Context: an optimization exercise on an open-source flow, tuned for small area, a short achievable clock period and few clock cycles. The choices shown serve that exercise and are no tape-out recipe.
Only simulation tests tie the RTL to the original design; equivalence was not proved.
Power is estimated from default activity; no workload was simulated.

==> flow/design.v, too long to show whole: its modules and the start of the top module <==
// module alu: 56 lines
// module bus_if: 116 lines
// module if_bus_if: 101 lines
// module ctrl: 168 lines
// module decoder: 304 lines
// module ex_reg: 87 lines
// module ex_stage: 73 lines
// module gpr: 64 lines
// module id_reg: 91 lines
// module id_stage: 124 lines
// module if_reg: 47 lines
// module if_stage: 74 lines
// module mem_ctrl: 47 lines
// module mem_reg: 82 lines
// module mem_stage: 116 lines
// module cpu: 293 lines
module cpu (
    input  wire                   clk,             
    input  wire                   reset,           
    input  wire [31:0]    if_bus_rd_data,  
    input  wire                   if_bus_rdy_n,     
    input  wire                   if_bus_grant_n,    
    output wire                   if_bus_req_n,     
    output wire [29:0]    if_bus_addr,     
    output wire                   if_bus_as_n,      
    output wire                   if_bus_rw,       
    output wire [31:0]    if_bus_wr_data,  
    input  wire [31:0]    mem_bus_rd_data, 
    input  wire                   mem_bus_rdy_n,    
    input  wire                   mem_bus_grant_n,   
    output wire                   mem_bus_req_n,    
    output wire [29:0]    mem_bus_addr,    
    output wire                   mem_bus_as_n,     
    output wire                   mem_bus_rw,      
    output wire [31:0]    mem_bus_wr_data, 
    input  wire [8-1:0] cpu_irq,
    input  wire [31:0]    if_spm_rd_data,
    output wire [11:0]     if_spm_addr,
    output wire                   if_spm_as_n,
    output wire                   if_spm_rw,
    output wire [31:0]    if_spm_wr_data,
    input  wire [31:0]    mem_spm_rd_data,
    output wire [11:0]     mem_spm_addr,
    output wire                   mem_spm_as_n,
    output wire                   mem_spm_rw,
    output wire [31:0]    mem_spm_wr_data
);
  // ...
==> flow/run.sh <==
#!/bin/bash
# synth_recipe.tcl (not shown) runs the flow's synth.tcl, then flattens the netlist and writes it again
# the make line also repeats each setting of config.mk as NAME=value (left out here)
make -C /OpenROAD-flow-scripts/flow DESIGN_CONFIG=/design/flow/config.mk WORK_HOME=/design/flow/orfs CLKGATE_MAP_FILE= SYNTH_SCRIPT=/design/flow/synth_recipe.tcl finish
==> flow/config.mk <==
export PLATFORM = sky130hd
export DESIGN_NAME = cpu
export DESIGN_NICKNAME = cpu
export VERILOG_FILES = /design/flow/design.v
export SDC_FILE = /design/flow/constraint.sdc
export NUM_CORES = 4
export LEC_CHECK = 0
export CAP_MARGIN = 20
export CORE_MARGIN = 2
export CORE_UTILIZATION = 30
export SETUP_SLACK_MARGIN = 5
export SLEW_MARGIN = 20
==> flow/constraint.sdc <==
create_clock -name core_clock -period 12.0 [get_ports {clk}]
set_input_delay 2.4000 -clock core_clock [delete_from_list [all_inputs] [get_ports {clk}]]
set_output_delay 2.4000 -clock core_clock [all_outputs]
set_load 0.01 [all_outputs]
==> impl_metrics.yaml, run 1 <==
power:
  maxPowerGroup: "combinational cells"
  leakage_nw: 36.7
place:
  placed_cells: 11465
timing:
  finClkSkew_ps: 84.4
  layout_min_cycle_time_ps: 6970
  finalHoldViolations: 0
  setup_viol: 0
  min_period_over_period_pct: 58.1
  worst_pin_slew_ps: 1260
setup_path:
  crit_start: "if_stage.if_reg.if_sel_0[3]"
  end_kind: "flop"
flow_run:
  maxCapViolCount: 0
logic_synthesis:
  yosys-top-cells-area: "edfxtp_1 (49%), dfrtp_1 (8.9%), a22oi_1 (6.9%), nand2_1 (2.9%), ha_1 (2.9%)"
  ys_warn_count: 12
  synthTopCellsByCount: "edfxtp_1 (1439), a22oi_1 (813), nand2_1 (691)"
clocking:
  numCtsBuffers: 194
die:
  die-area_sq_um: 300000
global_route:
  gr-total-overflow: 0
  grt_use_met2_pct: 38.9
  antenna_found_initial: 33
drt:
  dr.first_iter.drc_count: 14970
  vias: 76384
cells_and_area:
  ff_latch_area_sq_um: 51500
  nets: 8128
status:
  outcome: "timing/DRC/antenna clean"
==> module bus_if, before the edit <==
module bus_if (
    input  wire                clk,             
    input  wire                reset,           
    input  wire                other_busy,      
    input  wire                flush,           
    output reg                 busy,            
    output wire                wr_pend,         
    output wire                wr_busy,         
    input  wire [29:0] addr,            
    input  wire                as_n,            
    input  wire                rw,              
    input  wire [31:0] wr_data,         
    output wire [31:0] rd_data,         
    input  wire [31:0] spm_rd_data,     
    output wire [29:0] spm_addr,        
    output wire                spm_as_n,        
    output wire                spm_rw,          
    output wire [31:0] spm_wr_data,    
    input  wire [31:0] bus_rd_data,     
    input  wire                bus_rdy_n,       
    input  wire                bus_grant_n,     
    output wire                bus_req_n,       
    output reg  [29:0] bus_addr,        
    output reg                 bus_as_n,        
    output reg                 bus_rw,         
    output reg  [31:0] bus_wr_data     
);
    reg  [1:0]      state;           
    reg  [31:0]        rd_buf;          
    reg                        req_q;           
    reg                        wpost;           
    wire                       is_spm  = (addr[29:27] == 1);
    wire                       acc     = (flush == 1'b0) && (as_n == 1'b0);
    wire                       idle    = (state == 2'h0);
    reg                        sdone;
    wire                       wbusy   = wpost && !idle;
    wire                       start_r = idle && acc && !is_spm && (rw == 1'b1);
    wire                       start_w = idle && acc && !is_spm && (rw == 1'b0) && !sdone;
    wire                       start   = start_r || start_w;
    wire                       spm_w   = acc && is_spm && (rw == 1'b0) && !sdone && !wbusy;
    assign spm_addr    = addr;
    assign spm_rw      = rw;
    assign spm_wr_data = wr_data;
    assign spm_as_n    = !(spm_w || (acc && is_spm && (rw == 1'b1)));
    assign bus_req_n   = req_q & ~start;
    assign wr_pend     = wbusy || start_w;
    assign wr_busy     = wbusy;
    assign rd_data     = is_spm ? spm_rd_data :
                         (state == 2'h3) ? rd_buf : bus_rd_data;
    always @(*) begin
        busy = 1'b0;
        if (acc && is_spm && (rw == 1'b0) && !sdone && wbusy) begin
            busy = 1'b1;
        end
        if (acc && !is_spm) begin
            case (state)
                2'h0   : busy = (rw == 1'b1);
                2'h1    : busy = (rw == 1'b1) || !sdone;
                2'h2 : busy = wpost ? !sdone : (bus_rdy_n != 1'b0);
                default              : busy = 1'b0;
            endcase
        end
    end
    always @(posedge clk) begin
        if (start) begin
            bus_addr    <= addr;
            bus_rw      <= rw;
            bus_wr_data <= wr_data;
        end
        if ((state == 2'h2) && (bus_rdy_n == 1'b0)) begin
            rd_buf      <= bus_rd_data;
        end
    end
    always @(posedge clk or negedge reset) begin
        if (reset == 1'b0) begin
            state       <= 2'h0;
            req_q       <= 1'b1;
            bus_as_n    <= 1'b1;
            wpost       <= 1'b0;
            sdone       <= 1'b0;
        end else begin
            sdone       <= (sdone || start_w || spm_w) && (other_busy || busy);
            case (state)
                2'h0   : begin
                    if (start) begin
                        state       <= 2'h1;
                        req_q       <= 1'b0;
                        wpost       <= start_w;
                    end
                end
                2'h1    : begin
                    if (bus_grant_n == 1'b0) begin
                        state       <= 2'h2;
                        bus_as_n    <= 1'b0;
                    end
                end
                2'h2 : begin
                    bus_as_n     <= 1'b1;
                    if (bus_rdy_n == 1'b0) begin
                        req_q       <= 1'b1;
                        if (!wpost && other_busy) begin
                            state       <= 2'h3;
                        end else begin
                            state       <= 2'h0;
                        end
                    end
                end
                2'h3  : begin
                    if (!other_busy) begin
                        state       <= 2'h0;
                    end
                end
            endcase
        end
    end
endmodule
==> module decoder, before the edit <==
module decoder (
    input  wire [29:0]   if_pc          ,          
    input  wire [31:0]   if_insn        ,       
    input  wire                  if_en          ,        
    input  wire [31:0]   gpr_rd_data_0  , 
    input  wire [31:0]   gpr_rd_data_1  , 
    output wire [4:0]    gpr_rd_addr_0  , 
    output wire [4:0]    gpr_rd_addr_1  , 
    input  wire                  id_en          ,         
    input  wire [4:0]    id_dst_addr    ,   
    input  wire                  id_gpr_we_n    ,    
    input  wire [1:0]      id_mem_op      ,     
    input  wire [3:0]      id_alu_op      ,
    input  wire                  id_alu_arith   ,
    input  wire                  id_alu_sub     ,
    input  wire [31:0]   id_alu_in_0    ,
    input  wire [31:0]   id_alu_in_1    ,
    input  wire                  ex_en          ,         
    input  wire [4:0]    ex_dst_addr    ,   
    input  wire                  ex_gpr_we_n    ,    
    input  wire [31:0]   ex_fwd_data    ,   
    input  wire [31:0]   mem_fwd_data   ,  
    input  wire [31:0]   ex_out         ,
    input  wire [1:0]      ex_mem_op      ,
    input  wire [0:0] exe_mode       ,      
    input  wire [31:0]   creg_rd_data   ,  
    output wire [4:0]    creg_rd_addr   ,  
    output reg  [3:0]      alu_op         ,        
    output reg  [31:0]   alu_in_0       ,      
    output reg  [31:0]   alu_in_1       ,      
    output reg  [29:0]   br_addr        ,       
    output reg                   br_taken       ,      
    output reg                   br_flag        ,       
    output reg  [1:0]      mem_op         ,        
    output wire [31:0]   mem_wr_data    ,   
    output reg  [1:0]     ctrl_op        ,       
    output reg  [4:0]    dst_addr       ,      
    output reg                   gpr_we_n       ,       
    output reg  [2:0]     exp_code       ,      
    output reg                   ld_hazard      
);
    reg         [31:0]  ra_data;                          
    reg         [31:0]  rb_data;                          
    wire [5:0]    op      = if_insn[31:26];     
    wire [4:0]  ra_addr = if_insn[25:21]; 
    wire [4:0]  rb_addr = if_insn[20:16]; 
    wire [4:0]  rc_addr = if_insn[15:11]; 
    wire [15:0]   imm     = if_insn[15:0];    
    wire [31:0] imm_s = {{16{imm[15]}}, imm};
    wire [31:0] imm_u = {{16{1'b0}}, imm};
    assign gpr_rd_addr_0 = ra_addr; 
    assign gpr_rd_addr_1 = rb_addr;
    assign creg_rd_addr  = ra_addr; 
    wire signed [31:0]  s_ra_data = $signed(ra_data);     
    wire signed [31:0]  s_rb_data = $signed(rb_data);     
    assign mem_wr_data = rb_data; 
    wire [29:0] ret_addr  = if_pc + 1'b1;                    
    wire [29:0] br_target = if_pc + imm_s[29:0]; 
    wire use_ra = (op <= 6'h17) || (op == 6'h1a);
    wire use_rb = ((op <= 6'h0f) && (!op[0] || (op == 6'h0b))) || ((op >= 6'h10) && (op <= 6'h13)) ||
                  (op == 6'h17);
    wire is_br  = (op >= 6'h10) && (op <= 6'h15);
    wire ex_wr_ra  = (id_en == 1'b1) && (id_gpr_we_n == 1'b0) && (id_dst_addr == ra_addr);
    wire ex_wr_rb  = (id_en == 1'b1) && (id_gpr_we_n == 1'b0) && (id_dst_addr == rb_addr);
    wire mem_wr_ra = (ex_en == 1'b1) && (ex_gpr_we_n == 1'b0) && (ex_dst_addr == ra_addr);
    wire mem_wr_rb = (ex_en == 1'b1) && (ex_gpr_we_n == 1'b0) && (ex_dst_addr == rb_addr);
    wire mem_ld    = (ex_mem_op == 2'h1);
    always @(*) begin
        if (ex_wr_ra) begin
            ra_data = ex_fwd_data;   
        end else if (mem_wr_ra) begin
            ra_data = mem_fwd_data;  
        end else begin
            ra_data = gpr_rd_data_0; 
        end
        if (ex_wr_rb) begin
            rb_data = ex_fwd_data;   
        end else if (mem_wr_rb) begin
            rb_data = mem_fwd_data;  
        end else begin
            rb_data = gpr_rd_data_1; 
        end
    end
    wire [31:0] ra_br = mem_wr_ra ? ex_out : gpr_rd_data_0;
    wire [31:0] rb_br = mem_wr_rb ? ex_out : gpr_rd_data_1;
    wire [29:0] jr_target = ra_br[31:2];
    wire                is_beq    = (op == 6'h10) || (op == 6'h11);
    wire                br_ex_dep = (use_ra && ex_wr_ra) || (use_rb && ex_wr_rb);
    wire                ex_arith  = id_alu_arith;
    wire                ex_fast   = ex_arith && (id_mem_op != 2'h1);
    wire                f_sub     = id_alu_sub;
    wire [31:0] f_x       = id_alu_in_0;
    wire [31:0] f_y       = id_alu_in_1 ^ {32{f_sub}};
    wire [31:0] f_z       = ex_wr_ra ? rb_br : ra_br;
    wire [31:0] f_rc      = f_x ^ f_y ^ f_z;                    
    wire [31:0] f_co      = (f_x & f_y) | ((f_x | f_y) & f_rc);  
    wire                f_add_eq  = (f_rc == {f_co[31-1:0], f_sub});
    wire                f_eq      = (ex_wr_ra && ex_wr_rb) ? 1'b1 : f_add_eq;
    wire [32*6-1:0]     cmp_g;
    wire [32*6-1:0]     cmp_e;
    assign cmp_g[31:0] = {1'b0, ~ra_br[31-1:0] & rb_br[31-1:0]};
    assign cmp_e[31:0] = {1'b1, ~(ra_br[31-1:0] ^ rb_br[31-1:0])};
    genvar cl, ci;
    generate
        for (cl = 0; cl < 5; cl = cl + 1) begin : cmp_lvl
            for (ci = 0; ci < 32; ci = ci + 1) begin : cmp_node
                if (ci < (32 >> (cl + 1))) begin : node
                    assign cmp_g[(cl+1)*32+ci] = cmp_g[cl*32+2*ci+1] | (cmp_e[cl*32+2*ci+1] & cmp_g[cl*32+2*ci]);
                    assign cmp_e[(cl+1)*32+ci] = cmp_e[cl*32+2*ci+1] & cmp_e[cl*32+2*ci];
                end else begin : unused
                    assign cmp_g[(cl+1)*32+ci] = 1'b0;
                    assign cmp_e[(cl+1)*32+ci] = 1'b0;
                end
            end
        end
    endgenerate
    wire                br_lt_lo = cmp_g[5*32];
    wire                br_eq    = cmp_e[5*32] & ~(ra_br[31] ^ rb_br[31]);
    wire                br_sd    = ra_br[31] ^ rb_br[31];
    wire                br_lt_u  = br_sd ? rb_br[31] : br_lt_lo;
    wire                br_lt_s  = br_sd ? ra_br[31] : br_lt_lo;
    always @(*) begin
        ld_hazard = 1'b0;
        if (if_en == 1'b1) begin
            if ((id_en == 1'b1) && (id_mem_op == 2'h1) &&
                ((use_ra && (id_dst_addr == ra_addr)) || (use_rb && (id_dst_addr == rb_addr)))) begin
                ld_hazard = 1'b1;  
            end
            if (is_br && ((use_ra && mem_wr_ra && mem_ld) || (use_rb && mem_wr_rb && mem_ld) ||
                          (br_ex_dep && !(is_beq && ex_fast)))) begin
                ld_hazard = 1'b1;
            end
        end
    end
    always @(*) begin
        alu_op   = 4'h0;
        alu_in_0 = ra_data;
        alu_in_1 = rb_data;
        br_taken = 1'b0;
        br_flag  = 1'b0;
        br_addr  = {30{1'b0}};
        mem_op   = 2'h0;
        ctrl_op  = 2'h0;
        dst_addr = rb_addr;
        gpr_we_n  = 1'b1;
        exp_code = 3'h0;
        if (if_en == 1'b1) begin
            case (op)
                6'h00  : begin 
                    alu_op   = 4'h1;
                    dst_addr = rc_addr;
                    gpr_we_n  = 1'b0;
                end
                6'h01  : begin 
                    alu_op   = 4'h1;
                    alu_in_1 = imm_u;
                    gpr_we_n  = 1'b0;
                end
                6'h02   : begin 
                    alu_op   = 4'h2;
                    dst_addr = rc_addr;
                    gpr_we_n  = 1'b0;
                end
                6'h03   : begin 
                    alu_op   = 4'h2;
                    alu_in_1 = imm_u;
                    gpr_we_n  = 1'b0;
                end
                6'h04  : begin 
                    alu_op   = 4'h3;
                    dst_addr = rc_addr;
                    gpr_we_n  = 1'b0;
                end
                6'h05  : begin 
                    alu_op   = 4'h3;
                    alu_in_1 = imm_u;
                    gpr_we_n  = 1'b0;
                end
                6'h06 : begin 
                    alu_op   = 4'h4;
                    dst_addr = rc_addr;
                    gpr_we_n  = 1'b0;
                end
                6'h07 : begin 
                    alu_op   = 4'h4;
                    alu_in_1 = imm_s;
                    gpr_we_n  = 1'b0;
                end
                6'h08 : begin 
                    alu_op   = 4'h5;
                    dst_addr = rc_addr;
                    gpr_we_n  = 1'b0;
                end
                6'h09 : begin 
                    alu_op   = 4'h5;
                    alu_in_1 = imm_s;
                    gpr_we_n  = 1'b0;
                end
                6'h0a : begin 
                    alu_op   = 4'h6;
                    dst_addr = rc_addr;
                    gpr_we_n  = 1'b0;
                end
                6'h0b : begin 
                    alu_op   = 4'h7;
                    dst_addr = rc_addr;
                    gpr_we_n  = 1'b0;
                end
                6'h0c : begin 
                    alu_op   = 4'h8;
                    dst_addr = rc_addr;
                    gpr_we_n  = 1'b0;
                end
                6'h0d : begin 
                    alu_op   = 4'h8;
                    alu_in_1 = imm_u;
                    gpr_we_n  = 1'b0;
                end
                6'h0e : begin 
                    alu_op   = 4'h9;
                    dst_addr = rc_addr;
                    gpr_we_n  = 1'b0;
                end
                6'h0f : begin 
                    alu_op   = 4'h9;
                    alu_in_1 = imm_u;
                    gpr_we_n  = 1'b0;
                end
                6'h10    : begin 
                    br_addr  = br_target;
                    br_taken = (br_ex_dep ? f_eq : br_eq) ? 1'b1 : 1'b0;
                    br_flag  = 1'b1;
                end
                6'h11   : begin 
                    br_addr  = br_target;
                    br_taken = !(br_ex_dep ? f_eq : br_eq) ? 1'b1 : 1'b0;
                    br_flag  = 1'b1;
                end
                6'h12  : begin 
                    br_addr  = br_target;
                    br_taken = br_lt_s ? 1'b1 : 1'b0;
                    br_flag  = 1'b1;
                end
                6'h13  : begin 
                    br_addr  = br_target;
                    br_taken = br_lt_u ? 1'b1 : 1'b0;
                    br_flag  = 1'b1;
                end
                6'h14   : begin 
                    br_addr  = jr_target;
                    br_taken = 1'b1;
                    br_flag  = 1'b1;
                end
                6'h15  : begin 
                    alu_in_0 = {ret_addr, {2{1'b0}}};
                    br_addr  = jr_target;
                    br_taken = 1'b1;
                    br_flag  = 1'b1;
                    dst_addr = 5'd31;
                    gpr_we_n  = 1'b0;
                end
                6'h16   : begin 
                    alu_op   = 4'h5;
                    alu_in_1 = imm_s;
                    mem_op   = 2'h1;
                    gpr_we_n  = 1'b0;
                end
                6'h17   : begin 
                    alu_op   = 4'h5;
                    alu_in_1 = imm_s;
                    mem_op   = 2'h2;
                end
                6'h18  : begin 
                    exp_code = 3'h5;
                end
                6'h19  : begin 
                    if (exe_mode == 1'b0) begin
                        alu_in_0 = creg_rd_data;
                        gpr_we_n  = 1'b0;
                    end else begin
                        exp_code = 3'h6;
                    end
                end
                6'h1a  : begin 
                    if (exe_mode == 1'b0) begin
                        ctrl_op  = 2'h1;
                    end else begin
                        exp_code = 3'h6;
                    end
                end
                6'h1b  : begin 
                    if (exe_mode == 1'b0) begin
                        ctrl_op  = 2'h2;
                    end else begin
                        exp_code = 3'h6;
                    end
                end
                default       : begin 
                    exp_code = 3'h2;
                end
            endcase
        end
    end
endmodule
==> module ex_stage, before the edit <==
module ex_stage (
    input  wire                clk,            
    input  wire                reset,          
    input  wire                stall,          
    input  wire                flush,          
    input  wire                int_detect,     
    output wire [31:0] fwd_data,       
    input  wire [29:0] id_pc,          
    input  wire                id_en,          
    input  wire [3:0]    id_alu_op,      
    input  wire [6:0]          id_alu_sel,     
    input  wire                id_alu_sub,     
    input  wire [31:0] id_alu_in_0,    
    input  wire [31:0] id_alu_in_1,    
    input  wire                id_br_flag,     
    input  wire [1:0]    id_mem_op,      
    input  wire [31:0] id_mem_wr_data, 
    input  wire [1:0]   id_ctrl_op,     
    input  wire [4:0]  id_dst_addr,    
    input  wire                id_gpr_we_n,     
    input  wire [2:0]   id_exp_code,    
    output wire [29:0] ex_pc,          
    output wire                ex_en,          
    output wire                ex_br_flag,     
    output wire [1:0]    ex_mem_op,      
    output wire [31:0] ex_mem_wr_data, 
    output wire [1:0]   ex_ctrl_op,     
    output wire [4:0]  ex_dst_addr,    
    output wire                ex_gpr_we_n,     
    output wire [2:0]   ex_exp_code,    
    output wire [31:0] ex_out          
);
    wire [31:0]        alu_out;        
    wire                       alu_of;         
    assign fwd_data = alu_out;
    alu alu (
        .in_0           (id_alu_in_0),    
        .in_1           (id_alu_in_1),    
        .op             (id_alu_op),      
        .sel            (id_alu_sel),     
        .sub            (id_alu_sub),     
        .out            (alu_out),        
        .of             (alu_of)          
    );
    ex_reg ex_reg (
        .clk            (clk),            
        .reset          (reset),          
        .alu_out        (alu_out),        
        .alu_of         (alu_of),         
        .stall          (stall),          
        .flush          (flush),          
        .int_detect     (int_detect),     
        .id_pc          (id_pc),          
        .id_en          (id_en),          
        .id_br_flag     (id_br_flag),     
        .id_mem_op      (id_mem_op),      
        .id_mem_wr_data (id_mem_wr_data), 
        .id_ctrl_op     (id_ctrl_op),     
        .id_dst_addr    (id_dst_addr),    
        .id_gpr_we_n     (id_gpr_we_n),     
        .id_exp_code    (id_exp_code),    
        .ex_pc          (ex_pc),          
        .ex_en          (ex_en),          
        .ex_br_flag     (ex_br_flag),     
        .ex_mem_op      (ex_mem_op),      
        .ex_mem_wr_data (ex_mem_wr_data), 
        .ex_ctrl_op     (ex_ctrl_op),     
        .ex_dst_addr    (ex_dst_addr),    
        .ex_gpr_we_n     (ex_gpr_we_n),     
        .ex_exp_code    (ex_exp_code),    
        .ex_out         (ex_out)          
    );
endmodule
==> module gpr, before the edit <==
module gpr(
    input   wire                    clk             ,
    input   wire                    reset           ,
    input   wire    [4:0]   rd_addr_0       , 
    input   wire    [32-1:0]  rd_sel_0        , 
    input   wire    [4:0]   nxt_addr_0      , 
    output  wire    [31:0]  rd_data_0       , 
    input   wire    [4:0]   rd_addr_1       , 
    input   wire    [32-1:0]  rd_sel_1        , 
    input   wire    [4:0]   nxt_addr_1      , 
    input   wire                    hold            , 
    output  wire    [31:0]  rd_data_1       , 
    input   wire                    we_n            , 
    input   wire    [4:0]   wr_addr         , 
    input   wire    [31:0]  wr_data           
);
    reg     [31:0]      gpr_mem [32-1:0];
    reg     [32-1:0]      valid;
    integer                     i;
    genvar                      g;
    reg                         vld_0;
    reg                         vld_1;
    wire    [32-1:0]      valid_nxt = valid | ((we_n == 1'b0) ? ({{32-1{1'b0}}, 1'b1} << wr_addr) : {32{1'b0}});
    always @(posedge clk or negedge reset) begin
        if (reset == 1'b0) begin
            vld_0 <= 1'b0;
            vld_1 <= 1'b0;
        end else if (hold) begin
            vld_0 <= vld_0 | ((we_n == 1'b0) && (wr_addr == rd_addr_0));
            vld_1 <= vld_1 | ((we_n == 1'b0) && (wr_addr == rd_addr_1));
        end else begin
            vld_0 <= valid_nxt[nxt_addr_0];
            vld_1 <= valid_nxt[nxt_addr_1];
        end
    end
    reg     [31:0]      mem_0;
    reg     [31:0]      mem_1;
    always @(*) begin
        mem_0 = 32'h0;
        mem_1 = 32'h0;
        for (i = 0; i < 32; i = i + 1) begin
            mem_0 = mem_0 | ({32{rd_sel_0[i]}} & gpr_mem[i]);
            mem_1 = mem_1 | ({32{rd_sel_1[i]}} & gpr_mem[i]);
        end
    end
    assign rd_data_0 = ((we_n == 1'b0) && (wr_addr == rd_addr_0)) ? wr_data : (mem_0 & {32{vld_0}}); 
    assign rd_data_1 = ((we_n == 1'b0) && (wr_addr == rd_addr_1)) ? wr_data : (mem_1 & {32{vld_1}}); 
    generate
        for (g = 0; g < 32; g = g + 1) begin : wr
            always @(posedge clk) begin
                if ((we_n == 1'b0) && (wr_addr == g)) begin
                    gpr_mem[g] <= wr_data;
                end
            end
        end
    endgenerate
    always @(posedge clk or negedge reset) begin
        if (reset == 1'b0) begin
            valid <= {32{1'b0}};
        end else if (we_n == 1'b0) begin
            valid[wr_addr] <= 1'b1;
        end
    end
endmodule
==> module id_stage, before the edit <==
module id_stage (
    input  wire                  clk,            
    input  wire                  reset,          
    input  wire [31:0]   gpr_rd_data_0,  
    input  wire [31:0]   gpr_rd_data_1,  
    output wire [4:0]    gpr_rd_addr_0,  
    output wire [4:0]    gpr_rd_addr_1,  
    input  wire                  ex_en,         
    input  wire [31:0]   ex_fwd_data,    
    input  wire [4:0]    ex_dst_addr,    
    input  wire                  ex_gpr_we_n,     
    input  wire [31:0]   mem_fwd_data,   
    input  wire [31:0]   ex_out,
    input  wire [1:0]      ex_mem_op,
    input  wire [0:0] exe_mode,       
    input  wire [31:0]   creg_rd_data,   
    output wire [4:0]    creg_rd_addr,   
    input  wire                  stall,          
    input  wire                  flush,          
    output wire [29:0]   br_addr,        
    output wire                  br_taken,       
    output wire                  ld_hazard,      
    input  wire [29:0]   if_pc,          
    input  wire [31:0]   if_insn,        
    input  wire                  if_en,          
    output wire [29:0]   id_pc,          
    output wire                  id_en,          
    output wire [3:0]      id_alu_op,      
    output wire [6:0]            id_alu_sel,     
    output wire                  id_alu_sub,     
    output wire [31:0]   id_alu_in_0,    
    output wire [31:0]   id_alu_in_1,    
    output wire                  id_br_flag,     
    output wire [1:0]      id_mem_op,      
    output wire [31:0]   id_mem_wr_data, 
    output wire [1:0]     id_ctrl_op,     
    output wire [4:0]    id_dst_addr,    
    output wire                  id_gpr_we_n,     
    output wire [2:0]     id_exp_code     
);
    wire  [3:0]            alu_op;         
    wire  [31:0]         alu_in_0;       
    wire  [31:0]         alu_in_1;       
    wire                         br_flag;        
    wire  [1:0]            mem_op;         
    wire  [31:0]         mem_wr_data;    
    wire  [1:0]           ctrl_op;        
    wire  [4:0]          dst_addr;       
    wire                         gpr_we_n;        
    wire  [2:0]           exp_code;       
    decoder decoder (
        .if_pc          (if_pc          ),          
        .if_insn        (if_insn        ),        
        .if_en          (if_en          ),          
        .gpr_rd_data_0  (gpr_rd_data_0),  
        .gpr_rd_data_1  (gpr_rd_data_1),  
        .gpr_rd_addr_0  (gpr_rd_addr_0),  
        .gpr_rd_addr_1  (gpr_rd_addr_1),  
        .id_en          (id_en),          
        .id_dst_addr    (id_dst_addr),    
        .id_gpr_we_n    (id_gpr_we_n),   
        .id_mem_op      (id_mem_op),      
        .id_alu_op      (id_alu_op),
        .id_alu_arith   (id_alu_sel[3]),
        .id_alu_sub     (id_alu_sub),
        .id_alu_in_0    (id_alu_in_0),
        .id_alu_in_1    (id_alu_in_1),
        .ex_en          (ex_en),          
        .ex_fwd_data    (ex_fwd_data),    
        .ex_dst_addr    (ex_dst_addr),    
        .ex_gpr_we_n    (ex_gpr_we_n),   
        .mem_fwd_data   (mem_fwd_data),   
        .ex_out         (ex_out),
        .ex_mem_op      (ex_mem_op),
        .exe_mode       (exe_mode),       
        .creg_rd_data   (creg_rd_data),   
        .creg_rd_addr   (creg_rd_addr),   
        .alu_op         (alu_op),         
        .alu_in_0       (alu_in_0),       
        .alu_in_1       (alu_in_1),       
        .br_addr        (br_addr),        
        .br_taken       (br_taken),       
        .br_flag        (br_flag),        
        .mem_op         (mem_op),         
        .mem_wr_data    (mem_wr_data),    
        .ctrl_op        (ctrl_op),        
        .dst_addr       (dst_addr),       
        .gpr_we_n       (gpr_we_n),      
        .exp_code       (exp_code),       
        .ld_hazard      (ld_hazard)       
    );
    id_reg id_reg (
        .clk            (clk),            
        .reset          (reset),          
        .alu_op         (alu_op),         
        .alu_in_0       (alu_in_0),       
        .alu_in_1       (alu_in_1),       
        .br_flag        (br_flag),        
        .mem_op         (mem_op),         
        .mem_wr_data    (mem_wr_data),    
        .ctrl_op        (ctrl_op),        
        .dst_addr       (dst_addr),       
        .gpr_we_n        (gpr_we_n),      
        .exp_code       (exp_code),       
        .stall          (stall),          
        .flush          (flush),          
        .if_pc          (if_pc),          
        .if_en          (if_en),          
        .id_pc          (id_pc),          
        .id_en          (id_en),          
        .id_alu_op      (id_alu_op),      
        .id_alu_sel     (id_alu_sel),     
        .id_alu_sub     (id_alu_sub),     
        .id_alu_in_0    (id_alu_in_0),    
        .id_alu_in_1    (id_alu_in_1),    
        .id_br_flag     (id_br_flag),     
        .id_mem_op      (id_mem_op),      
        .id_mem_wr_data (id_mem_wr_data), 
        .id_ctrl_op     (id_ctrl_op),     
        .id_dst_addr    (id_dst_addr),    
        .id_gpr_we_n     (id_gpr_we_n),   
        .id_exp_code    (id_exp_code)     
    );
endmodule
==> module if_reg, before the edit <==
module if_reg (
    input   wire                    clk     , 
    input   wire                    reset   , 
    input   wire    [31:0]  insn    , 
    input   wire                    stall   , 
    input   wire                    flush   , 
    input   wire    [29:0]  new_pc  , 
    input   wire                    br_taken, 
    input   wire    [29:0]  br_addr , 
    output  reg     [29:0]  if_pc   , 
    output  reg     [31:0]  if_insn , 
    output  reg                     if_en   , 
    output  wire                    next_bus, 
    output  reg     [32-1:0]  if_sel_0, 
    output  reg     [32-1:0]  if_sel_1  
);
    wire    [29:0]  pc_inc = if_pc + 1'd1;
    assign next_bus = (flush == 1'b1)    ? (new_pc[29:27]  != 1) :
                      (br_taken == 1'b1) ? (br_addr[29:27] != 1) :
                                              (pc_inc[29:27]  != 1);
    always @(posedge clk) begin
        if (stall == 1'b0) begin
            if_insn <= insn;
            if_sel_0 <= {{32-1{1'b0}}, 1'b1} << insn[25:21];
            if_sel_1 <= {{32-1{1'b0}}, 1'b1} << insn[20:16];
        end
    end
    always @(posedge clk or negedge reset) begin : PIPELINE_REG
        if (reset == 1'b0) begin 
            if_pc   <= 30'h0;
            if_en   <= 1'b0;
        end else begin
            if (stall == 1'b0) begin 
                if (flush == 1'b1) begin      
                    if_pc   <= new_pc;
                            if_en   <= 1'b0;
                end else if (br_taken == 1'b1) begin  
                    if_pc   <= br_addr;
                    if_en   <= 1'b1;
                end else begin                          
                    if_pc   <= pc_inc;          
                    if_en   <= 1'b1;
                end
            end
        end
    end
endmodule    
==> module mem_stage, before the edit <==
module mem_stage (
    input  wire                clk,            
    input  wire                reset,          
    input  wire                stall,          
    input  wire                flush,          
    output wire                busy,           
    input  wire                other_busy,     
    output wire                wr_pend,        
    output wire                wr_busy,        
    output wire [31:0] fwd_data,       
    input  wire [31:0] spm_rd_data,    
    output wire [29:0] spm_addr,       
    output wire                spm_as_n,        
    output wire                spm_rw,         
    output wire [31:0] spm_wr_data,    
    input  wire [31:0] bus_rd_data,    
    input  wire                bus_rdy_n,       
    input  wire                bus_grant_n,      
    output wire                bus_req_n,       
    output wire [29:0] bus_addr,       
    output wire                bus_as_n,        
    output wire                bus_rw,         
    output wire [31:0] bus_wr_data,    
    input  wire [29:0] ex_pc,          
    input  wire                ex_en,          
    input  wire                ex_br_flag,     
    input  wire [1:0]    ex_mem_op,      
    input  wire [31:0] ex_mem_wr_data, 
    input  wire [1:0]   ex_ctrl_op,     
    input  wire [4:0]  ex_dst_addr,    
    input  wire                ex_gpr_we_n,     
    input  wire [2:0]   ex_exp_code,    
    input  wire [31:0] ex_out,         
    output wire [29:0] mem_pc,         
    output wire                mem_en,         
    output wire                mem_br_flag,    
    output wire [1:0]   mem_ctrl_op,    
    output wire [4:0]  mem_dst_addr,   
    output wire                mem_gpr_we_n,    
    output wire [2:0]   mem_exp_code,   
    output wire [31:0] mem_out,        
    output wire                mem_flush_req   
);
    wire [31:0]        rd_data;        
    wire [29:0]        addr;           
    wire                       as_n;            
    wire                       rw;             
    wire [31:0]        wr_data;        
    wire [31:0]        out;            
    wire                       miss_align;     
    assign fwd_data  = out;
    mem_ctrl mem_ctrl (
        .ex_en          (ex_en),               
        .ex_mem_op      (ex_mem_op),           
        .ex_mem_wr_data (ex_mem_wr_data),      
        .ex_out         (ex_out),              
        .rd_data        (rd_data),             
        .addr           (addr),                
        .as_n            (as_n),                 
        .rw             (rw),                  
        .wr_data        (wr_data),             
        .out            (out),                 
        .miss_align     (miss_align)           
    );
    bus_if bus_if (
        .clk         (clk),                    
        .reset       (reset),                  
        .other_busy  (other_busy),             
        .wr_pend     (wr_pend),                
        .wr_busy     (wr_busy),                
        .flush       (flush),                  
        .busy        (busy),                   
        .addr        (addr),                   
        .as_n         (as_n),                    
        .rw          (rw),                     
        .wr_data     (wr_data),                
        .rd_data     (rd_data),                
        .spm_rd_data (spm_rd_data),            
        .spm_addr    (spm_addr),               
        .spm_as_n     (spm_as_n),                
        .spm_rw      (spm_rw),                 
        .spm_wr_data (spm_wr_data),            
        .bus_rd_data (bus_rd_data),            
        .bus_rdy_n    (bus_rdy_n),               
        .bus_grant_n   (bus_grant_n),              
        .bus_req_n    (bus_req_n),               
        .bus_addr    (bus_addr),               
        .bus_as_n     (bus_as_n),                
        .bus_rw      (bus_rw),                 
        .bus_wr_data (bus_wr_data)             
    );
    mem_reg mem_reg (
        .clk          (clk),                   
        .reset        (reset),                 
        .out          (out),                   
        .miss_align   (miss_align),            
        .stall        (stall),                 
        .flush        (flush),                 
        .ex_pc        (ex_pc),                 
        .ex_en        (ex_en),                 
        .ex_br_flag   (ex_br_flag),            
        .ex_ctrl_op   (ex_ctrl_op),            
        .ex_dst_addr  (ex_dst_addr),           
        .ex_gpr_we_n   (ex_gpr_we_n),            
        .ex_exp_code  (ex_exp_code),           
        .mem_pc       (mem_pc),                
        .mem_en       (mem_en),                
        .mem_br_flag  (mem_br_flag),           
        .mem_ctrl_op  (mem_ctrl_op),           
        .mem_dst_addr (mem_dst_addr),          
        .mem_gpr_we_n  (mem_gpr_we_n),           
        .mem_exp_code (mem_exp_code),          
        .mem_out      (mem_out),               
        .mem_flush_req(mem_flush_req)          
    );
endmodule
==> module cpu, before the edit <==
module cpu (
    input  wire                   clk,             
    input  wire                   reset,           
    input  wire [31:0]    if_bus_rd_data,  
    input  wire                   if_bus_rdy_n,     
    input  wire                   if_bus_grant_n,    
    output wire                   if_bus_req_n,     
    output wire [29:0]    if_bus_addr,     
    output wire                   if_bus_as_n,      
    output wire                   if_bus_rw,       
    output wire [31:0]    if_bus_wr_data,  
    input  wire [31:0]    mem_bus_rd_data, 
    input  wire                   mem_bus_rdy_n,    
    input  wire                   mem_bus_grant_n,   
    output wire                   mem_bus_req_n,    
    output wire [29:0]    mem_bus_addr,    
    output wire                   mem_bus_as_n,     
    output wire                   mem_bus_rw,      
    output wire [31:0]    mem_bus_wr_data, 
    input  wire [8-1:0] cpu_irq,
    input  wire [31:0]    if_spm_rd_data,
    output wire [11:0]     if_spm_addr,
    output wire                   if_spm_as_n,
    output wire                   if_spm_rw,
    output wire [31:0]    if_spm_wr_data,
    input  wire [31:0]    mem_spm_rd_data,
    output wire [11:0]     mem_spm_addr,
    output wire                   mem_spm_as_n,
    output wire                   mem_spm_rw,
    output wire [31:0]    mem_spm_wr_data
);
    wire [29:0]          if_pc;          
    wire [31:0]          if_insn;        
    wire                         if_en;          
    wire [29:0]          id_pc;          
    wire                         id_en;          
    wire [3:0]             id_alu_op;      
    wire [6:0]                   id_alu_sel;
    wire                         id_alu_sub;
    wire [31:0]          id_alu_in_0;    
    wire [31:0]          id_alu_in_1;    
    wire                         id_br_flag;     
    wire [1:0]             id_mem_op;      
    wire [31:0]          id_mem_wr_data; 
    wire [1:0]            id_ctrl_op;     
    wire [4:0]           id_dst_addr;    
    wire                         id_gpr_we_n;     
    wire [2:0]            id_exp_code;    
    wire [29:0]          ex_pc;          
    wire                         ex_en;          
    wire                         ex_br_flag;     
    wire [1:0]             ex_mem_op;      
    wire [31:0]          ex_mem_wr_data; 
    wire [1:0]            ex_ctrl_op;     
    wire [4:0]           ex_dst_addr;    
    wire                         ex_gpr_we_n;     
    wire [2:0]            ex_exp_code;    
    wire [31:0]          ex_out;         
    wire [29:0]          mem_pc;         
    wire                         mem_en;         
    wire                         mem_br_flag;    
    wire [1:0]            mem_ctrl_op;    
    wire [4:0]           mem_dst_addr;   
    wire                         mem_gpr_we_n;    
    wire [2:0]            mem_exp_code;   
    wire [31:0]          mem_out;           
    wire                         if_stall;       
    wire                         id_stall;       
    wire                         ex_stall;       
    wire                         mem_stall;      
    wire                         if_flush;       
    wire                         id_flush;       
    wire                         ex_flush;       
    wire                         mem_flush;      
    wire                         if_busy;        
    wire                         mem_busy;       
    wire                         mem_wr_pend;
    wire                         mem_wr_busy;
    wire                         mem_flush_req;
    wire [32-1:0]          if_sel_0;
    wire [32-1:0]          if_sel_1;
    wire [31:0]          if_nxt_insn;
    wire [29:0]          new_pc;         
    wire [29:0]          br_addr;        
    wire                         br_taken;       
    wire                         ld_hazard;      
    wire [31:0]          gpr_rd_data_0;  
    wire [31:0]          gpr_rd_data_1;  
    wire [4:0]           gpr_rd_addr_0;  
    wire [4:0]           gpr_rd_addr_1;  
    wire [0:0]        exe_mode;       
    wire [31:0]          creg_rd_data;   
    wire [4:0]           creg_rd_addr;   
    wire                         int_detect;      
    wire [29:0]          if_spm_addr_w;
    wire [29:0]          mem_spm_addr_w;
    assign if_spm_addr  = if_spm_addr_w[11:0];
    assign mem_spm_addr = mem_spm_addr_w[11:0];
    wire [31:0]          ex_fwd_data;     
    wire [31:0]          mem_fwd_data;    
        if_stage if_stage (
        .clk            (clk),              
        .reset          (reset),            
        .spm_rd_data    (if_spm_rd_data),   
        .spm_addr       (if_spm_addr_w),      
        .spm_as_n        (if_spm_as_n),       
        .spm_rw         (if_spm_rw),        
        .spm_wr_data    (if_spm_wr_data),   
        .bus_rd_data    (if_bus_rd_data),   
        .bus_rdy_n       (if_bus_rdy_n),      
        .bus_grant_n      (if_bus_grant_n),     
        .bus_req_n       (if_bus_req_n),      
        .bus_addr       (if_bus_addr),      
        .bus_as_n        (if_bus_as_n),       
        .bus_rw         (if_bus_rw),        
        .bus_wr_data    (if_bus_wr_data),   
        .stall          (if_stall),         
        .hold           (mem_wr_busy),
        .flush          (if_flush),         
        .new_pc         (new_pc),           
        .br_taken       (br_taken),         
        .br_addr        (br_addr),          
        .busy           (if_busy),          
        .if_pc          (if_pc),            
        .if_insn        (if_insn),          
        .if_en          (if_en),            
        .if_sel_0       (if_sel_0),         
        .if_sel_1       (if_sel_1),         
        .if_nxt_insn    (if_nxt_insn)       
    );
        id_stage id_stage (
        .clk            (clk),              
        .reset          (reset),            
        .gpr_rd_data_0  (gpr_rd_data_0),    
        .gpr_rd_data_1  (gpr_rd_data_1),    
        .gpr_rd_addr_0  (gpr_rd_addr_0),    
        .gpr_rd_addr_1  (gpr_rd_addr_1),                    
        .ex_en          (ex_en),            
        .ex_fwd_data    (ex_fwd_data),      
        .ex_dst_addr    (ex_dst_addr),      
        .ex_gpr_we_n     (ex_gpr_we_n),       
        .ex_out         (ex_out),
        .ex_mem_op      (ex_mem_op),
        .mem_fwd_data   (mem_fwd_data),     
        .exe_mode       (exe_mode),         
        .creg_rd_data   (creg_rd_data),     
        .creg_rd_addr   (creg_rd_addr),     
        .stall         (id_stall),         
        .flush          (id_flush),         
        .br_addr        (br_addr),          
        .br_taken       (br_taken),         
        .ld_hazard      (ld_hazard),        
        .if_pc          (if_pc),            
        .if_insn        (if_insn),          
        .if_en          (if_en),            
        .id_pc          (id_pc),            
        .id_en          (id_en),            
        .id_alu_op      (id_alu_op),        
        .id_alu_sel     (id_alu_sel),       
        .id_alu_sub     (id_alu_sub),       
        .id_alu_in_0    (id_alu_in_0),      
        .id_alu_in_1    (id_alu_in_1),      
        .id_br_flag     (id_br_flag),       
        .id_mem_op      (id_mem_op),        
        .id_mem_wr_data (id_mem_wr_data),   
        .id_ctrl_op     (id_ctrl_op),       
        .id_dst_addr    (id_dst_addr),      
        .id_gpr_we_n     (id_gpr_we_n),       
        .id_exp_code    (id_exp_code)       
    );
        ex_stage ex_stage (
        .clk            (clk),              
        .reset          (reset),            
        .stall          (ex_stall),         
        .flush          (ex_flush),         
        .int_detect     (int_detect),       
        .fwd_data       (ex_fwd_data),      
        .id_pc          (id_pc),            
        .id_en          (id_en),            
        .id_alu_op      (id_alu_op),        
        .id_alu_sel     (id_alu_sel),       
        .id_alu_sub     (id_alu_sub),       
        .id_alu_in_0    (id_alu_in_0),      
        .id_alu_in_1    (id_alu_in_1),      
        .id_br_flag     (id_br_flag),       
        .id_mem_op      (id_mem_op),        
        .id_mem_wr_data (id_mem_wr_data),   
        .id_ctrl_op     (id_ctrl_op),       
        .id_dst_addr    (id_dst_addr),      
        .id_gpr_we_n     (id_gpr_we_n),       
        .id_exp_code    (id_exp_code),      
        .ex_pc          (ex_pc),            
        .ex_en          (ex_en),            
        .ex_br_flag     (ex_br_flag),       
        .ex_mem_op      (ex_mem_op),        
        .ex_mem_wr_data (ex_mem_wr_data),   
        .ex_ctrl_op     (ex_ctrl_op),       
        .ex_dst_addr    (ex_dst_addr),      
        .ex_gpr_we_n     (ex_gpr_we_n),       
        .ex_exp_code    (ex_exp_code),      
        .ex_out         (ex_out)            
    );
        mem_stage mem_stage (
        .clk            (clk),              
        .reset          (reset),            
        .stall          (mem_stall),        
        .flush          (mem_flush),        
        .busy           (mem_busy),         
        .other_busy     (if_busy),
        .wr_busy        (mem_wr_busy),
        .wr_pend        (mem_wr_pend),
        .fwd_data       (mem_fwd_data),     
        .spm_rd_data    (mem_spm_rd_data),  
        .spm_addr       (mem_spm_addr_w),     
        .spm_as_n        (mem_spm_as_n),      
        .spm_rw         (mem_spm_rw),       
        .spm_wr_data    (mem_spm_wr_data),  
        .bus_rd_data    (mem_bus_rd_data),  
        .bus_rdy_n       (mem_bus_rdy_n),     
        .bus_grant_n      (mem_bus_grant_n),    
        .bus_req_n       (mem_bus_req_n),     
        .bus_addr       (mem_bus_addr),     
        .bus_as_n        (mem_bus_as_n),      
        .bus_rw         (mem_bus_rw),       
        .bus_wr_data    (mem_bus_wr_data),  
        .ex_pc          (ex_pc),            
        .ex_en          (ex_en),            
        .ex_br_flag     (ex_br_flag),       
        .ex_mem_op      (ex_mem_op),        
        .ex_mem_wr_data (ex_mem_wr_data),   
        .ex_ctrl_op     (ex_ctrl_op),       
        .ex_dst_addr    (ex_dst_addr),      
        .ex_gpr_we_n     (ex_gpr_we_n),       
        .ex_exp_code    (ex_exp_code),      
        .ex_out         (ex_out),           
        .mem_pc         (mem_pc),           
        .mem_en         (mem_en),           
        .mem_br_flag    (mem_br_flag),      
        .mem_ctrl_op    (mem_ctrl_op),      
        .mem_dst_addr   (mem_dst_addr),     
        .mem_gpr_we_n    (mem_gpr_we_n),      
        .mem_exp_code   (mem_exp_code),     
        .mem_out        (mem_out),          
        .mem_flush_req  (mem_flush_req)     
    );
        ctrl ctrl (
        .clk            (clk),              
        .reset          (reset),            
        .creg_rd_addr   (creg_rd_addr),     
        .creg_rd_data   (creg_rd_data),     
        .exe_mode       (exe_mode),         
        .irq            (cpu_irq),          
        .int_detect     (int_detect),       
        .id_pc          (id_pc),            
        .mem_pc         (mem_pc),           
        .mem_flush_req  (mem_flush_req),    
        .mem_en         (mem_en),           
        .mem_br_flag    (mem_br_flag),      
        .mem_ctrl_op    (mem_ctrl_op),      
        .mem_dst_addr   (mem_dst_addr),     
        .mem_exp_code   (mem_exp_code),     
        .mem_out        (mem_out),          
        .if_busy        (if_busy),          
        .ld_hazard      (ld_hazard),        
        .mem_busy       (mem_busy),         
        .wr_pend        (mem_wr_pend),
        .if_stall       (if_stall),         
        .id_stall       (id_stall),         
        .ex_stall       (ex_stall),         
        .mem_stall      (mem_stall),        
        .if_flush       (if_flush),         
        .id_flush       (id_flush),         
        .ex_flush       (ex_flush),         
        .mem_flush      (mem_flush),        
        .new_pc         (new_pc)            
    );
        gpr gpr (
        .clk       (clk),                   
        .reset     (reset),                 
        .rd_addr_0 (gpr_rd_addr_0),         
        .rd_sel_0  (if_sel_0),              
        .nxt_addr_0(if_nxt_insn[25:21]),
        .rd_data_0 (gpr_rd_data_0),         
        .rd_addr_1 (gpr_rd_addr_1),         
        .rd_sel_1  (if_sel_1),              
        .nxt_addr_1(if_nxt_insn[20:16]),
        .hold      (if_stall),              
        .rd_data_1 (gpr_rd_data_1),         
        .we_n       (mem_gpr_we_n),           
        .wr_addr   (mem_dst_addr),          
        .wr_data   (mem_out)                
    );
endmodule
==> run 2, diff against run 1 <==
--- a/flow/design.v
+++ b/flow/design.v
@@ -94,5 +94,8 @@
     wire                       start_r = idle && acc && !is_spm && (rw == 1'b1);
     wire                       start_w = idle && acc && !is_spm && (rw == 1'b0) && !sdone;
-    wire                       start   = start_r || start_w;
+    wire                       chain   = (state == 2'h2) && (bus_rdy_n == 1'b0) &&
+                                         (bus_grant_n == 1'b0) && wpost && acc && !is_spm && !sdone;
+    wire                       chain_w = chain && (rw == 1'b0);
+    wire                       start   = start_r || start_w || chain;
     wire                       spm_w   = acc && is_spm && (rw == 1'b0) && !sdone && !wbusy;
     assign spm_addr    = addr;
@@ -100,5 +103,5 @@
     assign spm_wr_data = wr_data;
     assign spm_as_n    = !(spm_w || (acc && is_spm && (rw == 1'b1)));
-    assign bus_req_n   = req_q & ~start;
+    assign bus_req_n   = req_q & ~(start_r || start_w);
     assign wr_pend     = wbusy || start_w;
     assign wr_busy     = wbusy;
@@ -114,5 +117,5 @@
                 2'h0   : busy = (rw == 1'b1);
                 2'h1    : busy = (rw == 1'b1) || !sdone;
-                2'h2 : busy = wpost ? !sdone : (bus_rdy_n != 1'b0);
+                2'h2 : busy = wpost ? (!sdone && !chain_w) : (bus_rdy_n != 1'b0);
                 default              : busy = 1'b0;
             endcase
@@ -137,5 +140,5 @@
             sdone       <= 1'b0;
         end else begin
-            sdone       <= (sdone || start_w || spm_w) && (other_busy || busy);
+            sdone       <= (sdone || start_w || chain_w || spm_w) && (other_busy || busy);
             case (state)
                 2'h0   : begin
@@ -154,5 +157,8 @@
                 2'h2 : begin
                     bus_as_n     <= 1'b1;
-                    if (bus_rdy_n == 1'b0) begin
+                    if (chain) begin
+                        bus_as_n    <= 1'b0;
+                        wpost       <= chain_w;
+                    end else if (bus_rdy_n == 1'b0) begin
                         req_q       <= 1'b1;
                         if (!wpost && other_busy) begin
@@ -442,4 +448,18 @@
 endmodule
 module decoder (
+    input  wire                  clk            ,
+    input  wire                  reset          ,
+    input  wire                  stall          ,    
+    input  wire                  if_stall       ,    
+    input  wire                  flush          ,    
+    input  wire                  int_detect     ,
+    input  wire                  alu_of         ,
+    input  wire                  miss_align     ,
+    input  wire                  wb_we_n        ,    
+    input  wire [4:0]    wb_dst_addr    ,
+    input  wire [4:0]    nxt_ra_addr    ,    
+    input  wire [4:0]    nxt_rb_addr    ,
+    output reg                   wt_ra          ,    
+    output reg                   wt_rb          ,
     input  wire [29:0]   if_pc          ,          
     input  wire [31:0]   if_insn        ,       
@@ -503,8 +523,34 @@
                   (op == 6'h17);
     wire is_br  = (op >= 6'h10) && (op <= 6'h15);
-    wire ex_wr_ra  = (id_en == 1'b1) && (id_gpr_we_n == 1'b0) && (id_dst_addr == ra_addr);
-    wire ex_wr_rb  = (id_en == 1'b1) && (id_gpr_we_n == 1'b0) && (id_dst_addr == rb_addr);
-    wire mem_wr_ra = (ex_en == 1'b1) && (ex_gpr_we_n == 1'b0) && (ex_dst_addr == ra_addr);
-    wire mem_wr_rb = (ex_en == 1'b1) && (ex_gpr_we_n == 1'b0) && (ex_dst_addr == rb_addr);
+    reg  ex_wr_ra, ex_wr_rb, mem_wr_ra, mem_wr_rb;
+    wire [4:0] ra_nxt   = if_stall ? ra_addr : nxt_ra_addr;
+    wire [4:0] rb_nxt   = if_stall ? rb_addr : nxt_rb_addr;
+    wire               exw_nxt  = stall ? ((id_en == 1'b1) && (id_gpr_we_n == 1'b0))
+                                        : (!flush && !ld_hazard && (if_en == 1'b1) && (gpr_we_n == 1'b0));
+    wire [4:0] exd_nxt  = stall ? id_dst_addr : dst_addr;
+    wire               memw_nxt = stall ? ((ex_en == 1'b1) && (ex_gpr_we_n == 1'b0))
+                                        : (!flush && !int_detect && !alu_of &&
+                                           (id_en == 1'b1) && (id_gpr_we_n == 1'b0));
+    wire [4:0] memd_nxt = stall ? ex_dst_addr : id_dst_addr;
+    wire               wbw_nxt  = stall ? (wb_we_n == 1'b0)
+                                        : (!flush && !miss_align && (ex_gpr_we_n == 1'b0));
+    wire [4:0] wbd_nxt  = stall ? wb_dst_addr : ex_dst_addr;
+    always @(posedge clk or negedge reset) begin
+        if (reset == 1'b0) begin
+            ex_wr_ra  <= 1'b0;
+            ex_wr_rb  <= 1'b0;
+            mem_wr_ra <= 1'b0;
+            mem_wr_rb <= 1'b0;
+            wt_ra     <= 1'b0;
+            wt_rb     <= 1'b0;
+        end else begin
+            ex_wr_ra  <= exw_nxt  && (exd_nxt  == ra_nxt);
+            ex_wr_rb  <= exw_nxt  && (exd_nxt  == rb_nxt);
+            mem_wr_ra <= memw_nxt && (memd_nxt == ra_nxt);
+            mem_wr_rb <= memw_nxt && (memd_nxt == rb_nxt);
+            wt_ra     <= wbw_nxt  && (wbd_nxt  == ra_nxt);
+            wt_rb     <= wbw_nxt  && (wbd_nxt  == rb_nxt);
+        end
+    end
     wire mem_ld    = (ex_mem_op == 2'h1);
     always @(*) begin
@@ -839,4 +885,5 @@
     input  wire                int_detect,     
     output wire [31:0] fwd_data,       
+    output wire                alu_of_o,       
     input  wire [29:0] id_pc,          
     input  wire                id_en,          
@@ -867,4 +914,5 @@
     wire                       alu_of;         
     assign fwd_data = alu_out;
+    assign alu_of_o = alu_of;
     alu alu (
         .in_0           (id_alu_in_0),    
@@ -916,4 +964,6 @@
     input   wire    [4:0]   nxt_addr_1      , 
     input   wire                    hold            , 
+    input   wire                    wt_0            , 
+    input   wire                    wt_1            , 
     output  wire    [31:0]  rd_data_1       , 
     input   wire                    we_n            , 
@@ -950,6 +1000,6 @@
         end
     end
-    assign rd_data_0 = ((we_n == 1'b0) && (wr_addr == rd_addr_0)) ? wr_data : (mem_0 & {32{vld_0}}); 
-    assign rd_data_1 = ((we_n == 1'b0) && (wr_addr == rd_addr_1)) ? wr_data : (mem_1 & {32{vld_1}}); 
+    assign rd_data_0 = wt_0 ? wr_data : (mem_0 & {32{vld_0}}); 
+    assign rd_data_1 = wt_1 ? wr_data : (mem_1 & {32{vld_1}}); 
     generate
         for (g = 0; g < 32; g = g + 1) begin : wr
@@ -1079,4 +1129,15 @@
     input  wire                  stall,          
     input  wire                  flush,          
+    input  wire                  pipe_flush,
+    input  wire                  if_stall,
+    input  wire                  int_detect,
+    input  wire                  alu_of,
+    input  wire                  miss_align,
+    input  wire                  wb_we_n,
+    input  wire [4:0]    wb_dst_addr,
+    input  wire [4:0]    nxt_ra_addr,
+    input  wire [4:0]    nxt_rb_addr,
+    output wire                  wt_ra,
+    output wire                  wt_rb,
     output wire [29:0]   br_addr,        
     output wire                  br_taken,       
@@ -1111,4 +1172,18 @@
     wire  [2:0]           exp_code;       
     decoder decoder (
+        .clk            (clk),
+        .reset          (reset),
+        .stall          (stall),
+        .if_stall       (if_stall),
+        .flush          (pipe_flush),
+        .int_detect     (int_detect),
+        .alu_of         (alu_of),
+        .miss_align     (miss_align),
+        .wb_we_n        (wb_we_n),
+        .wb_dst_addr    (wb_dst_addr),
+        .nxt_ra_addr    (nxt_ra_addr),
+        .nxt_rb_addr    (nxt_rb_addr),
+        .wt_ra          (wt_ra),
+        .wt_rb          (wt_rb),
         .if_pc          (if_pc          ),          
         .if_insn        (if_insn        ),        
@@ -1204,4 +1279,7 @@
                       (br_taken == 1'b1) ? (br_addr[29:27] != 1) :
                                               (pc_inc[29:27]  != 1);
+    wire    [29:0]  pc_tk = (flush == 1'b1) ? new_pc : br_addr;
+    wire    [29:0]  pc_nt = (flush == 1'b1) ? new_pc : pc_inc;
+    wire    [29:0]  pc_d  = (br_taken == 1'b1) ? pc_tk : pc_nt;
     always @(posedge clk) begin
         if (stall == 1'b0) begin
@@ -1217,14 +1295,6 @@
         end else begin
             if (stall == 1'b0) begin 
-                if (flush == 1'b1) begin      
-                    if_pc   <= new_pc;
-                            if_en   <= 1'b0;
-                end else if (br_taken == 1'b1) begin  
-                    if_pc   <= br_addr;
-                    if_en   <= 1'b1;
-                end else begin                          
-                    if_pc   <= pc_inc;          
-                    if_en   <= 1'b1;
-                end
+                if_pc   <= pc_d;
+                if_en   <= ~flush;
             end
         end
@@ -1444,4 +1514,5 @@
     output wire                wr_busy,        
     output wire [31:0] fwd_data,       
+    output wire                miss_align_o,   
     input  wire [31:0] spm_rd_data,    
     output wire [29:0] spm_addr,       
@@ -1485,4 +1556,5 @@
     wire                       miss_align;     
     assign fwd_data  = out;
+    assign miss_align_o = miss_align;
     mem_ctrl mem_ctrl (
         .ex_en          (ex_en),               
@@ -1632,4 +1704,8 @@
     wire [32-1:0]          if_sel_1;
     wire [31:0]          if_nxt_insn;
+    wire                         alu_of;
+    wire                         miss_align;
+    wire                         wt_ra;
+    wire                         wt_rb;
     wire [29:0]          new_pc;         
     wire [29:0]          br_addr;        
@@ -1698,4 +1774,15 @@
         .creg_rd_addr   (creg_rd_addr),     
         .stall         (id_stall),         
+        .pipe_flush     (ex_flush),
+        .if_stall       (if_stall),
+        .int_detect     (int_detect),
+        .alu_of         (alu_of),
+        .miss_align     (miss_align),
+        .wb_we_n        (mem_gpr_we_n),
+        .wb_dst_addr    (mem_dst_addr),
+        .nxt_ra_addr    (if_nxt_insn[25:21]),
+        .nxt_rb_addr    (if_nxt_insn[20:16]),
+        .wt_ra          (wt_ra),
+        .wt_rb          (wt_rb),
         .flush          (id_flush),         
         .br_addr        (br_addr),          
@@ -1727,4 +1814,5 @@
         .int_detect     (int_detect),       
         .fwd_data       (ex_fwd_data),      
+        .alu_of_o       (alu_of),           
         .id_pc          (id_pc),            
         .id_en          (id_en),            
@@ -1762,4 +1850,5 @@
         .wr_pend        (mem_wr_pend),
         .fwd_data       (mem_fwd_data),     
+        .miss_align_o   (miss_align),       
         .spm_rd_data    (mem_spm_rd_data),  
         .spm_addr       (mem_spm_addr_w),     
@@ -1837,4 +1926,6 @@
         .nxt_addr_1(if_nxt_insn[20:16]),
         .hold      (if_stall),              
+        .wt_0      (wt_ra),                 
+        .wt_1      (wt_rb),                 
         .rd_data_1 (gpr_rd_data_1),         
         .we_n       (mem_gpr_we_n),           
==> run 2 against run 1 <==
Compared with the run above: combinational power increased by 17%; global-route usage is essentially flat; critical endpoint is now if_stage.bus_if.state[2]; area after synthesis is 1.7% higher; still clean; worst setup slack got worse by 250 ps; highest routed layer unchanged; final cell count up 1.1%; clock skew is 37 ps higher; clock power about the same.
==> impl_metrics.yaml, run 2 <==
clocking:
  cts_sinks: 1774
  clk_latency_ps: 970
  cts_tree: "built"
  holdBufCountCts: 0
  cts-root-buf: "clkbuf_16"
  cts_max_level: 4
  numCtsBuffers: 195
  clk_pin_slew_ps: 60
  cts_buffer_depth: 4
logic_synthesis:
  syn_inst: 7633
  synth_top_cell_by_area: "edfxtp_1"
  synth_top_area_share_pct: 47.9
  synthFlopType: "edfxtp_1"
  ys_types: 103
  yosys-top-cells-area: "edfxtp_1 (48%), dfrtp_1 (8.9%), a22oi_1 (5.6%), ha_1 (2.8%), a221oi_1 (2.4%)"
  ys_warn_count: 12
  synth-edff-count: 1439
  async_flop_share_pct: 18.9
  yosysMostFrequentCell: "edfxtp_1"
  syn-cell-area_sq_um: 90200
  yosysSeqAreaShare_pct: 57.2
  synthTopCellsByCount: "edfxtp_1 (1439), a22oi_1 (678), nor2_1 (522)"
  avgSynthCellArea_sq_um: 11.8
  ys_ff_latch: 1774
power:
  p_comb_share_pct: 53.2
  pwr-share-clk_pct: 17.8
  leakage_nw: 37.7
  p_sw_w: 0.0174
  seqPwrFrac_pct: 29.0
  internal_power_w: 0.0177
  peakVddDrop_mv: 0.219
  swShare_pct: 49.5
  power_density_nw_per_um2: 334
global_route:
  gr-total-overflow: 0
  grt_pass1_wl_um: 605000
  antenna_found_initial: 37
  grt_pass1_vias: 72373
  grt_usage_pct: 28.3
  grt_max_degree: 94
setup_path:
  critPathTopFamily: "simple AND/OR/NAND/NOR gates"
  cp_common_cell: "nand4_1"
  cp_max_fo: 23
  cp-start-kind: "flop"
  arrival_ps: 7990
  critPathRequiredTime_ps: 12770
  cp_slowest_stage_delay_ps: 890
  critPathBufInv: 2
  end_kind: "flop"
  crit_chain: "buf_4 -> a22o_1 -> a221oi_1 -> nand4_1 -> nor3_2 -> o21a_1 -> a21oi_1 -> a21oi_1 -> fa_1 -> xor2_1 -> nand4_1 -> nor4_4 -> and2_1 -> nand4_1 -> nor4bb_1 -> or4_4 -> and3_4 -> mux2i_1 -> o311ai_1 -> buf_4 -> and4b_1"
  critPathSlowestCell: "nor4bb_1"
  criticalPathCategory: "reg -> reg"
timing:
  maxSlewHeadroom_pct: 17.3
  rsz0062_at_grt: "yes"
  finalHoldViolations: 0
  drv_slew: 0
  layout_min_cycle_time_ps: 7220
  setup_viol: 0
  finClkSkew_ps: 121
  min_period_over_period_pct: 60.2
  max_freq_ghz: 0.139
  fin_tns_setup_ps: 0
  whs_ps: 417
  worst_pin_slew_ps: 1240
flow_run:
  maxCapViolCount: 0
drt:
  first_pass_iters: 14
  routed_wl_um: 451000
  wl_per_cell_um: 37.6
  final_antenna_net_count: 0
  dr.first_iter.drc_count: 15843
  drc: 0
  vias: 77298
  routed_via_density: 6.45
cells_and_area:
  nFillCells: 29058
  multi_input_area_sq_um: 35700
  drive_gt1_share_pct: 11.6
  nets: 8238
  top_register: "gpr.gpr_mem"
  largest_register_ffs: 1024
  areaGrowthSynthToFinish_pct: 16.6
  final_common_cell: "edfxtp_1"
  utilization_pct: 35.1
  layout_common_cells: "edfxtp_1 (1439), a22oi_1 (678), nand2_1 (517), nor2_1 (489), a21oi_1 (378)"
  ff_latch_area_sq_um: 51600
  stdcell_count: 11987
place:
  placed_cells: 11604
  port_buffers: 297
  dp.final_hpwl_um: 285000
  place.gp.congestion: 1.02
die:
  num_rows: 201
  io-pin-count: 364
  start_util_pct: 30.1
  die_h_um: 552
  die_w_um: 552
  fp.coreArea_sq_um: 300000
  die-area_sq_um: 305000
status:
  outcome: "timing/DRC/antenna clean"
min_path:
  hold_path.class: "reg -> reg"
## run 2: cell types whose count changed in the layout (fill, tap and decap cells not counted), sizes merged, moves of 67 or more
cell	delta
a211oi	+80
a21o	+70
a21oi	+103
a22o	+67
a22oi	-134
inv	+77
nand2	-173
nand3	-86
## run 2: worst paths after layout
path                            depth (start not counted)                           endpoint                               from  slack, ps
worst min-delay path                                    0  ex_stage.ex_reg.ex_mem_wr_data[7]  id_stage.id_reg.id_mem_wr_data[7]        420
worst min register to register                          0  ex_stage.ex_reg.ex_mem_wr_data[7]  id_stage.id_reg.id_mem_wr_data[7]        420
worst max-delay path                                   21           if_stage.bus_if.state[2]       if_stage.if_reg.if_sel_1[18]       4780
max in group asynchronous                               3                      gpr.valid[30]                              reset       8170
min in group asynchronous                               1         ex_stage.ex_reg.ex_br_flag                              reset       1530
worst max register to register                         21           if_stage.bus_if.state[2]       if_stage.if_reg.if_sel_1[18]       4780
## run 2: power groups by stage
stage	logic [W]	clock network [W]	registers, W
3_5_place_dp	0.0173	0	0.0103
3_3_place_gp	0.0173	0	0.0103
5_1_grt	0.0190	0.00652	0.0102
6_report	0.0187	0.00626	0.0102
2_1_floorplan	0.00974	0	0.00989
4_1_cts	0.0175	0.00630	0.0101
## run 2: repair_timing
| item | CTS | global route |
|---|---|---|
| resized for setup | 14 | 31 |
| endpoints found under the setup margin | 32 | 29 |
| buffers inserted | 10 | 7 |
| pin swaps | 1 | 0 |
## run 2: area by class of cell
type / count / share of cell area, %
Multi-Input combinational cell: 5025 / 34.0
Timing Repair Buffer: 605 / 5.05
Clock buffer: 240 / 4.92
Inverter: 260 / 0.937
Clock inverter: 111 / 1.27
Antenna cell: 14 / 0.0333
Tap cell: 3958 / 4.71
Sequential cell: 1774 / 49.1
## run 2: stage by stage
step                power, W  cell area, sq um  setup WS (ps)
floorplan             0.0196             90400           5130
CTS                   0.0339            105000           5010
global placement      0.0275             98100           4110
global route          0.0358            105000           4990
finish                0.0351            105000           4780
detailed placement    0.0276             98200           4090
## run 2: per-layer routing
layer / wire, um / up-vias / track usage [%]
met4: 30100 / 20 / 14.7
met3: 73100 / 1695 / 12.1
li1: - / 30152 / -
met2: 179000 / 7305 / 39.2
met1: 169000 / 38126 / 37.0
met5: 349 / - / 0.860
## run 2: kinds of logic (layout without fill, tap and decap cells)
group           after synthesis  after routing  synth area share [%]
compound gates             2521           2521                  19.9
xor+xnor                    179            179                  1.78
fa+ha+maj                   235            235                  3.54
buf+inv                     898           1216                  4.20
flops                      1774           1774                  57.2
mux                         334            334                  4.68
other cells                   2             80               0.00833
simple gates               1690           1690                  8.71

[afterwards: timing with drivers on the ports]
Ports are ideal in the flow. The routed layouts listed here were re-timed in OpenROAD. Step 1, drivers: a clkbuf_16 drives clk and a buf_2 each remaining input, both assumed. Step 2 also shifts input and output timing later by t, the mid clock arrival at the registers, as if the neighbouring blocks saw the same clock. Slacks: no drivers / after step 1 / after step 2; pairs: no drivers / after step 1.
| run | shift t [ns] | slack for setup (ns) | worst data-port slew with drivers (ns) | pins driven straight from the clock port |
|---|---|---|---|---|
| run 1 | 0.988 | 5.033 / 5.033 / 5.012 | 0.07 | 1 |
| run 2 | 0.990 | 4.781 / 4.781 / 4.577 | 0.08 | 1 |
After both steps setup and hold are still met in every run listed. For run 2, which loses most, drivers alone change the setup slack by 0.000 ns; drivers and shift together by -0.204 ns.
